Background: an optimization exercise with open tools, aiming at small area. Do not read the settings as production practice. Power is estimated from default activity; no workload was simulated.

==> flow/design.v <==
`timescale 1ns / 1ps
module cam_read #(
		parameter AW = 15  
		)(
		input pclk,
		input rst,
		input vsync,
		input href,
		input [7:0] px_data,
		input init,
		output reg done,
		output reg error,
		output reg [AW-1:0] mem_px_addr,
		output reg [7:0]  mem_px_data,
		output reg px_wr
   );
reg countData;
reg armed;
reg cap;
reg init_old;
reg vsync_old;
reg [14:0]count;
wire init_rise = init & ~init_old;
wire vs_fall = ~vsync & vsync_old;
wire vs_rise = vsync & ~vsync_old;
wire fin = cap & vs_rise;            
wire second = cap & href & countData;  
wire enough = (count >= 19200);
always @(posedge pclk)begin
	if (rst)begin
		countData <= 0;
		mem_px_addr <= 15'h7fff;
		armed <= 0;
		cap <= 0;
		done <= 0;
		error <= 0;
		count <= 0;
		px_wr <= 0;
		init_old <= 0;
		vsync_old <= 0;
	end else begin
		if (fin) begin
			armed <= 0;
			cap <= 0;
		end else if ((armed | cap) & vs_fall) begin
			armed <= 0;
			cap <= 1;
		end else if (init_rise) begin
			armed <= 1;
			cap <= 0;
		end
		if (fin) begin
			done <= enough;
			error <= ~enough;
		end else if (init_rise) begin
			done <= 0;
		end
		if (fin & ~second)
			mem_px_addr <= 15'h7fff;
		else
			mem_px_addr <= mem_px_addr + second;
		count <= count + second;
		if (cap & href)
			countData <= ~countData;
		if (cap)
			px_wr <= href & countData;
		init_old <= init;
		vsync_old <= vsync;
	end
end
always @(posedge pclk)begin
	if (cap & ~countData)
		mem_px_data[7:2] <= {px_data[7:5],px_data[2:0]};
	if (cap)
		mem_px_data[1:0] <= px_data[4:3];
end
endmodule
`timescale 1ns / 1ps
module Analyzer(
	input [7:0]data,
	input clk,
	input rst,
	input init,
	output reg [14:0]addr,
	output reg done,
	output [2:0]res
    );
localparam [17:0] SIXN = 18'd115200;
reg init_old;
reg start;
reg [17:0]sx;
reg [17:0]sy;
reg [1:0]rq;    
wire [3:0] w = {~data[1:0], 1'b0};
wire [3:0] dx = data[7:5] + w;
wire [3:0] dy = data[4:2] + w;
wire init_rise = init & ~init_old;
wire last = start & addr[14] & ~addr[13] & addr[11] & addr[9] & (&addr[7:0]);
wire r_gt = (sx > sy) & (sx > SIXN);
wire g_gt = (sy > sx) & (sy > SIXN);
wire b_gt = (sx < SIXN) & (sy < SIXN);
assign res = {rq[1], rq[0], rq[1] ~^ rq[0]};
always @(posedge clk)begin
	if(rst)begin
		init_old <= 0;
		start <= 0;
		done <= 0;
	end else begin
		init_old <= init;
		if (last) begin
			start <= 0;
			done <= 1;
		end else if (init_rise) begin
			start <= 1;
			done <= 0;
		end
	end
end
always @(posedge clk)begin
	if (rst | ~start | last)
		addr <= 15'h7fff;
	else
		addr <= addr + 1'b1;
end
always @(posedge clk)begin
	if (start) begin
		sx <= sx + dx;
		sy <= sy + dy;
	end else begin
		sx <= 0;
		sy <= 0;
	end
end
always @(posedge clk)begin
	if (last) begin
		if (r_gt) rq <= 2'b10;
		else if (g_gt) rq <= 2'b01;
		else if (b_gt) rq <= 2'b00;
		else rq <= 2'b11;
	end
end
endmodule
`timescale 1ns / 1ps
module cam_color(
	input wire clk,
	input wire rst,
	input wire CAM_vsync,
	input wire CAM_href,
	input wire [7:0] CAM_px_data,
	input wire init,
	output wire error,
	output wire done_read,
	output wire done,
	output wire [2:0] res,
	output wire [14:0] wr_addr,
	output wire [7:0] wr_data,
	output wire wr_en,
	output wire [14:0] rd_addr,
	input wire [7:0] rd_data
	);
cam_read #(15) cam_read(
		.pclk(clk),
		.rst(rst),
		.vsync(CAM_vsync),
		.href(CAM_href),
		.px_data(CAM_px_data),
		.init(init),
		.done(done_read),
		.error(error),
		.mem_px_addr(wr_addr),
		.mem_px_data(wr_data),
		.px_wr(wr_en)
   );
Analyzer Analyzer(
	.data(rd_data),
	.clk(clk),
	.rst(rst),
	.init(done_read),
	.addr(rd_addr),
	.done(done),
	.res(res)
    );
endmodule
Settings: LEC_CHECK=0, CAP_MARGIN=20, CORE_MARGIN=2, CORE_UTILIZATION=40, CTS_CLUSTER_DIAMETER=200, CTS_CLUSTER_SIZE=50, SLEW_MARGIN=20; clock period 6.0 ns.
run.sh (not shown) runs the stock make flow with config.mk's settings and CLKGATE_MAP_FILE= SYNTH_SCRIPT=/design/flow/synth_recipe.tcl, a recipe that flattens the netlist after the stock synthesis.
The baseline finished with timing, DRC and antenna clean.
Rerun with:
==> flow/flow/run.sh (new file) <==
#!/bin/bash
# Standard layout, with single-drive-strength buffers on the ports and a
# smaller clock tree (no dummy loads).
set -euo pipefail
export BUFFER_PORTS_ARGS="-buffer_cell sky130_fd_sc_hd__buf_1"
export CTS_ARGS="-sink_clustering_enable -repair_clock_nets -dont_use_dummy_load -root_buf sky130_fd_sc_hd__clkbuf_8 -buf_list sky130_fd_sc_hd__clkbuf_8 -sink_clustering_size 40 -sink_clustering_max_diameter 500 -sink_clustering_levels 1"
bash standard.sh finish > standard.log 2>&1
==> flow/standard.sh (new file) <==
#!/bin/bash
# synth_recipe.tcl (not shown) runs the flow's synth.tcl, then flattens the netlist and writes it again
# the make line also repeats each setting of config.mk as NAME=value (left out here)
make -C /OpenROAD-flow-scripts/flow DESIGN_CONFIG=/design/flow/config.mk WORK_HOME=/design/flow/orfs CLKGATE_MAP_FILE= SYNTH_SCRIPT=/design/flow/synth_recipe.tcl "${@:-finish}"
--- a/flow/config.mk
+++ b/flow/config.mk
@@ -9,5 +9,3 @@
 export CORE_MARGIN = 2
 export CORE_UTILIZATION = 40
-export CTS_CLUSTER_DIAMETER = 200
-export CTS_CLUSTER_SIZE = 50
 export SLEW_MARGIN = 20
removed: flow/run.sh
=> The new run went through all stages and came out clean; via count fell by 0.35%; non-clock buffer count stays the same; register-to-register slack hardly moves; worst hold slack improves by 0.010 ns; count of clock-buffer cells in the layout fell by 1; power fell by 17%; worst setup slack improves by 0.38 ns.
Rerun with:
==> flow/flow/run.sh (replaced) <==
#!/bin/bash
# Standard layout, with single-drive-strength buffers on the ports and a
# smaller clock tree (no dummy loads).
set -euo pipefail
export BUFFER_PORTS_ARGS="-buffer_cell sky130_fd_sc_hd__buf_1"
export CTS_ARGS="-sink_clustering_enable -repair_clock_nets -dont_use_dummy_load -root_buf sky130_fd_sc_hd__clkbuf_8 -buf_list sky130_fd_sc_hd__clkbuf_8 -sink_buffer_max_cap_derate 1.0 -sink_clustering_size 30 -sink_clustering_max_diameter 150 -wire_unit 50"
bash standard.sh finish > standard.log 2>&1
Result:
- global-route usage fell by 0.25 points
- worst setup slack gets better by 0.066 ns
- synthesized area is unchanged
- via count rose by 0.41%
- sequential share of layout area fell by 0.40 points
- worst hold slack is about the same
- register-to-register slack barely changes
- power rose by 6.8%
Rerun with:
==> flow/flow/run.sh (replaced) <==
#!/bin/bash
# Standard layout, with single-drive-strength buffers on the ports and a
# smaller clock tree (no dummy loads).
set -euo pipefail
export BUFFER_PORTS_ARGS="-buffer_cell sky130_fd_sc_hd__buf_1"
export CTS_ARGS="-sink_clustering_enable -repair_clock_nets -dont_use_dummy_load -root_buf sky130_fd_sc_hd__clkbuf_8 -buf_list sky130_fd_sc_hd__clkbuf_8 -sink_clustering_size 30 -sink_clustering_max_diameter 200"
bash standard.sh finish > standard.log 2>&1
What happened:
- combinational power stays flat
- register-to-register slack is about the same
- critical path depth stays the same
- design area drops by 1.0%
- routed wire length goes down by 0.49%
- final cell count shrinks by 0.54%
- fmax shrinks by 2.1%
- count of clock-buffer cells in the layout came out lower by 4
No run of this note included a check of the RTL's function; only the layout flow was run.

[separate check: timing with driven ports]
Ports are ideal in the flow. The routed layouts listed here were re-timed in OpenROAD. Step 1, drivers: a clkbuf_16 drives clk and a buf_2 each remaining input, both assumed. Step 2, shift: input delay + t, output delay - t, t = (earliest + latest rising clock arrival at the registers) / 2. This alone moves slack from input paths to output paths. Slacks: ideal ports / drivers / drivers and shift; pairs: ideal ports / drivers.
| run | t (ns) | slack for setup (ns) | hold WS [ns] | worst register clock-pin slew, ns |
|---|---|---|---|---|
| the first run | 0.385 | 2.511 / 2.528 / 2.143 | 0.451 / 0.451 / 0.451 | 0.07 / 0.07 |
| the second run | 0.394 | 2.892 / 2.904 / 2.510 | 0.462 / 0.462 / 0.462 | 0.10 / 0.10 |
| the third run | 0.464 | 2.958 / 2.971 / 2.508 | 0.462 / 0.462 / 0.462 | 0.10 / 0.10 |
| the fourth run | 0.394 | 2.892 / 2.904 / 2.510 | 0.462 / 0.462 / 0.462 | 0.10 / 0.10 |
After both steps every run listed still meets setup and hold. The setup slack of the third run, which loses most, moves by +0.013 ns with the drivers and by -0.450 ns with both steps.
